This design comes from an exercise in tuning for small area and a short achievable clock period on the open sky130 flow, not from production work. In this exercise RTL edits were held to simulation tests only and were not proved equivalent to the original. No activity file was given, so power comes from the tool's default toggle rates.

`flow/config.mk`:
```
export PLATFORM = sky130hd
export DESIGN_NAME = rf_alu
export DESIGN_NICKNAME = rf_alu
export VERILOG_FILES = /design/flow/design.v
export SDC_FILE = /design/flow/constraint.sdc
export NUM_CORES = 4
export LEC_CHECK = 0
export CAP_MARGIN = 20
export CORE_MARGIN = 2
export CORE_UTILIZATION = 35
export SETUP_SLACK_MARGIN = 0.5
export SLEW_MARGIN = 20
```
`flow/run.sh`:
```
#!/bin/bash
# synth_recipe.tcl (not shown) runs the flow's synth.tcl, then flattens the netlist and writes it again
# the make line also repeats each setting of config.mk as NAME=value (left out here)
make -C /OpenROAD-flow-scripts/flow DESIGN_CONFIG=/design/flow/config.mk WORK_HOME=/design/flow/orfs CLKGATE_MAP_FILE= SYNTH_SCRIPT=/design/flow/synth_recipe.tcl finish
```
`flow/constraint.sdc`:
```
create_clock -name core_clock -period 11.0 [get_ports {clk}]
set_input_delay 2.2000 -clock core_clock [delete_from_list [all_inputs] [get_ports {clk}]]
set_output_delay 2.2000 -clock core_clock [all_outputs]
set_load 0.01 [all_outputs]
```
`flow/design.v`:
```
`timescale 1ns / 1ps
module registerfile(
    input clk,
    input rst,
    input WriteEnable,
    input [4:0] rs1,
    input [4:0] rs2,
    input [4:0] rd,
    input [31:0] WriteData,
    output [31:0] readdata1,
    output [31:0] readdata2
);
reg [31:0] regs [31:0];
integer i;
always @(posedge clk or posedge rst)
begin
    if (rst)
    begin
        for (i = 0; i < 32; i = i + 1)
            regs[i] <= i;
        regs[0] <= 32'b0;
    end
    else
    begin
        if (WriteEnable && rd != 5'b00000)
            regs[rd] <= WriteData;
        regs[0] <= 32'b0;
    end
end
assign readdata1 = (rs1 == 5'b00000) ? 32'b0 : regs[rs1];
assign readdata2 = (rs2 == 5'b00000) ? 32'b0 : regs[rs2];
endmodule
module alu(
    input  [31:0] A,
    input  [31:0] B,
    input  [3:0]  ALUControl,
    output reg [31:0] ALUResult,
    output Zero
);
always @(*) begin
    case (ALUControl)
        4'b0000: ALUResult = A & B;               
        4'b0001: ALUResult = A | B;               
        4'b0010: ALUResult = A + B;               
        4'b0110: ALUResult = A - B;               
        4'b0011: ALUResult = A ^ B;               
        4'b0100: ALUResult = A << B[4:0];         
        4'b0101: ALUResult = A >> B[4:0];         
        4'b0111: ALUResult = (A == B) ? 32'd1 : 32'd0;  
        default: ALUResult = 32'd0;
    endcase
end
assign Zero = (ALUResult == 32'd0);
endmodule
`timescale 1ns / 1ps
module rf_alu(
    input         clk,
    input         rst,
    input         WriteEnable,
    input  [4:0]  rs1,
    input  [4:0]  rs2,
    input  [4:0]  rd,
    input  [31:0] WriteData,
    input  [3:0]  ALUControl,
    output [31:0] ReadData1,
    output [31:0] ReadData2,
    output [31:0] ALUResult,
    output        Zero
);
registerfile rfmod(
    .clk(clk),
    .rst(rst),
    .WriteEnable(WriteEnable),
    .rs1(rs1),
    .rs2(rs2),
    .rd(rd),
    .WriteData(WriteData),
    .readdata1(ReadData1),
    .readdata2(ReadData2)
);
alu alumod(
    .A(ReadData1),
    .B(ReadData2),
    .ALUControl(ALUControl),
    .ALUResult(ALUResult),
    .Zero(Zero)
);
endmodule
```
==> results.cfg <==
[final_layout]
fin_util_pct = 44.9
final_cells = 9074
finalNetCount = 6793
largest_register_ffs = 992
drive_gt1_share_pct = 39.9
area_growth_pct = 27.7
top_regs = rfmod.regs: 992 flops
largest-register = rfmod.regs

[timing]
rsz0062_at_grt = no
fmax_mhz = 94.9
setup_ws_ns = 0.461
tightest_slew_ns = 1.24
finalCritPeriodShare_pct = 95.8
hold_viol = 0
relSlewSlack_pct = 17.5
period_needed_ns = 10.54
fin_skew_ns = 0
finalSetupViolations = 0
drv_slew = 0

[synthesis]
synth.most_common_cell = mux2_2
synth.area.top_cells = dfrtp_1 (37%), mux2_2 (19%), a22oi_1 (4.9%), dfstp_2 (3.4%), mux2i_1 (3.0%)
ys_warn_count = 3
synth_flop_cell = dfrtp_1
synth_edf_count = 0
yosys.area.top_type_share_pct = 37.4
synthCells = 5883
synth_nets = 6035
async_reset_ff_share_pct = 100
synth_top_cells_by_count = mux2_2 (1,009), dfrtp_1 (912), clkbuf_1 (408), a22oi_1 (397), nor2_1 (289)
synth_top_area_cell = dfrtp_1
synth-seq-cells = 992
avgSynthCellArea_sq_um = 10.4
synth_cell_types = 106
syn_area_sq_um = 61000
synth-seq-area-share_pct = 40.9

[placed_design]
port_buffers = 150
dp_hpwl_mm = 253
numPlacedInstances = 8812
routabilityCongestion = 1.06
pre_cts_slack_ns = -0.759

[drt]
vias = 63200
wl_mm = 371
firstDrtPassIters = 8
drt_iter0_drc = 10400
ant_nets = 0
wire_per_inst_microns = 40.9
routed_via_density = 6.97
drc_errors = 0

[worst_hold_path]
worstHoldPathType = register to register

[global_routing]
grt_usage_pct = 40.2
grt_max_degree = 173
use_met2_pct = 57.6
grt_pass1_wl_mm = 503
antenna_found_initial = 32
met3_usage_pct = 14.0
grt-busiest-layer = met2
grt_pass1_vias = 59800
overflow = 0
grtUsageMet1_pct = 49.7

[power]
seq_power_share_pct = 38.2
sw_frac_of_total_pct = 37.1
power.internal_uw = 8610
ir_drop_uv = 129
leakagePower_uw = 0.0347
p_comb_share_pct = 33.7
powerDensity_nw_per_um2 = 176
power.total_uw = 13700
p_sw_uw = 5080
clkPwrFrac_pct = 28.1

[floorplan]
ioPinCount = 151
die_y_microns = 421
start_util_pct = 35.2
die_w_microns = 421
coreArea_sq_um = 173000
die_area_sq_um = 178000
rows = 153

[clock_network]
cts_tree = built
cts_buffers = 107
cts_hold_buf = 0
clock_path_buffers = 3
clkTransAtPathRegs_ns = 0.07
clock-root-buffer = clkbuf_16
clkLatencyLatePin_ns = 0.77
htreeDepth = 3
clkSinkCount = 992

[setup_path]
critPathArrivalTime_ns = 8.34
crit_required_ns = 8.80
critical_path_class = primary input to output pin
start_kind = primary input
cp_max_fo = 10
worstSetupEndpointType = output pin

[flow_run]
max-cap-violations = 0

[run_status]
status = timing/DRC/antenna clean
timing repair:
item | in CTS | in global routing
gates resized for setup | 122 | 219
cloned | 2 | 1
setup buffers | 9 | 33
pin swaps | 37 | 78
setup endpoints to repair | 15 | 16
metal layers:
layer,vias to the layer above,routed length (microns)
met2,5752,152000
met1,31600,134000
met3,1839,49800
met4,28,34800
met5,-,175
li1,24000,-
stage by stage:
step	hold WS (ns)	area [sq um]	setup TNS (ns)
CTS	0.523	76500	0
detailed placement	0.509	72300	-1.49
floorplan	0.485	61000	-4450.72
finish	0.532	77900	0
global placement	0.504	72300	-1.98
global route	0.538	77800	0
kinds of logic after synthesis:
group                    after synthesis  share of synthesized area, %
AND/OR/NAND/NOR                     1553                          13.6
AO/OA/AOI/OAI                       1327                          16.3
multiplexers                        1205                          22.0
flip-flops                           992                          40.9
buffers and inverters                682                          4.75
adder cells (fa/ha/maj)               98                          2.04
XOR/XNOR                              26                         0.373
placed cells by master (no fill, tap or decap), drive strengths merged, types with 16 or more instances in the layout:
cell | netlist | layout
a22o | 102 | 102
nor2 | 292 | 292
a21oi | 172 | 172
buf | 170 | 1088
a2111oi | 107 | 107
o32ai | 21 | 21
nand3 | 289 | 289
nor3 | 81 | 81
nand2 | 232 | 232
dfstp | 80 | 80
a21o | 17 | 17
o211ai | 41 | 41
o21ai | 99 | 99
a32oi | 21 | 21
nor4 | 33 | 33
nor2b | 26 | 26
a31oi | 19 | 19
a221oi | 67 | 67
and3 | 265 | 265
diode | 0 | 20
dfrtp | 912 | 912
mux2 | 1013 | 1013
o22ai | 29 | 29
a22oi | 397 | 397
a222oi | 27 | 27
mux2i | 186 | 186
inv | 103 | 110
clkinv | 1 | 30
xnor2 | 16 | 16
clkdlybuf4s50 | 0 | 128
and4 | 19 | 19
clkbuf | 408 | 151
ha | 96 | 96
nand3b | 36 | 36
a211oi | 45 | 45
nand2b | 27 | 27
nor3b | 17 | 17
nand4 | 128 | 128
critical path, cell delays in order:
cell	delay (ns)
buf_12	0.14
buf_4	0.14
buf_4	0.18
nand2_2	0.11
buf_8	0.16
buf_4	0.16
nor2_4	0.36
buf_4	0.30
buf_4	0.28
a22oi_1	0.15
and4_1	0.23
a21oi_1	0.64
ha_4	0.33
nand4_1	0.09
nor4_1	0.11
a21oi_1	0.24
o21ai_0	0.15
a311oi_1	0.24
buf_4	0.15
nand4_1	0.12
a2111oi_2	0.36
buf_4	0.16
or4b_1	0.44
nor4_2	0.29
buf_4	0.18
nand4b_1	0.11
nor2b_2	0.14
buf_2	0.14
layout make-up:
cell class                 instances  area (sq um)
inverter                         104           394
clock buffer                     146          2970
sequential                       992         24900
antenna                           20          50.0
multi-input combinational       4209         34900
clock inverter                    51           666
fill                           16400         95600
timing repair buffer            1227         11000
tap                             2325          2910
worst paths after layout:
path	start	end	slack, ns	cells after the start
worst max-delay path	rs1[4]	Zero	0.46	28
min in group asynchronous	rst	rfmod.regs[8][8]$_DFFE_PP0P_	1.95	3
worst max register to register	rfmod.regs[17][7]$_DFFE_PP0P_	rfmod.regs[17][7]$_DFFE_PP0P_	9.99	1
max in group asynchronous	rst	rfmod.regs[5][15]$_DFFE_PP0P_	6.71	5
worst min register to register	rfmod.regs[25][7]$_DFFE_PP0P_	rfmod.regs[25][7]$_DFFE_PP0P_	0.53	1
worst min-delay path	rfmod.regs[25][7]$_DFFE_PP0P_	rfmod.regs[25][7]$_DFFE_PP0P_	0.53	1
power by group through the flow:
stage                     Clock [uW]  Sequential (uW)  Combinational (uW)
after floorplan                    0             4850                2240
after global placement             0             5200                4190
after detailed placement           0             5200                4210
after CTS                       3840             5150                4310
after global routing            3990             5250                4790
final                           3840             5230                4610

[port drivers added, routing unchanged]
Ports are ideal in the flow. The routed layout listed here was re-timed in OpenROAD.
Step 1 sets driving cells, clkbuf_16 on the clock port and buf_2 on the other inputs (assumed; they add their load-dependent delay and slew).
Step 2 times the ports against the registers' clock, not the clock port: input delays grow and output delays shrink by t, the midpoint of the rising clock arrivals with the driver on.
Three values: ideal ports, drivers, drivers and shift; two values: the first two.
shift t [ns]: 0.851
setup slack, ns: 0.461 / 0.398 / 0.398
hold WS [ns]: 0.532 / 0.532 / 0.532
slew at the worst register clock pin (ns): 0.07 / 0.07
worst slew at a driven data input, ns: 0.22
After both steps setup and hold are still met in this run. The setup slack of this run moves by -0.063 ns with the drivers and by -0.063 ns with both steps.
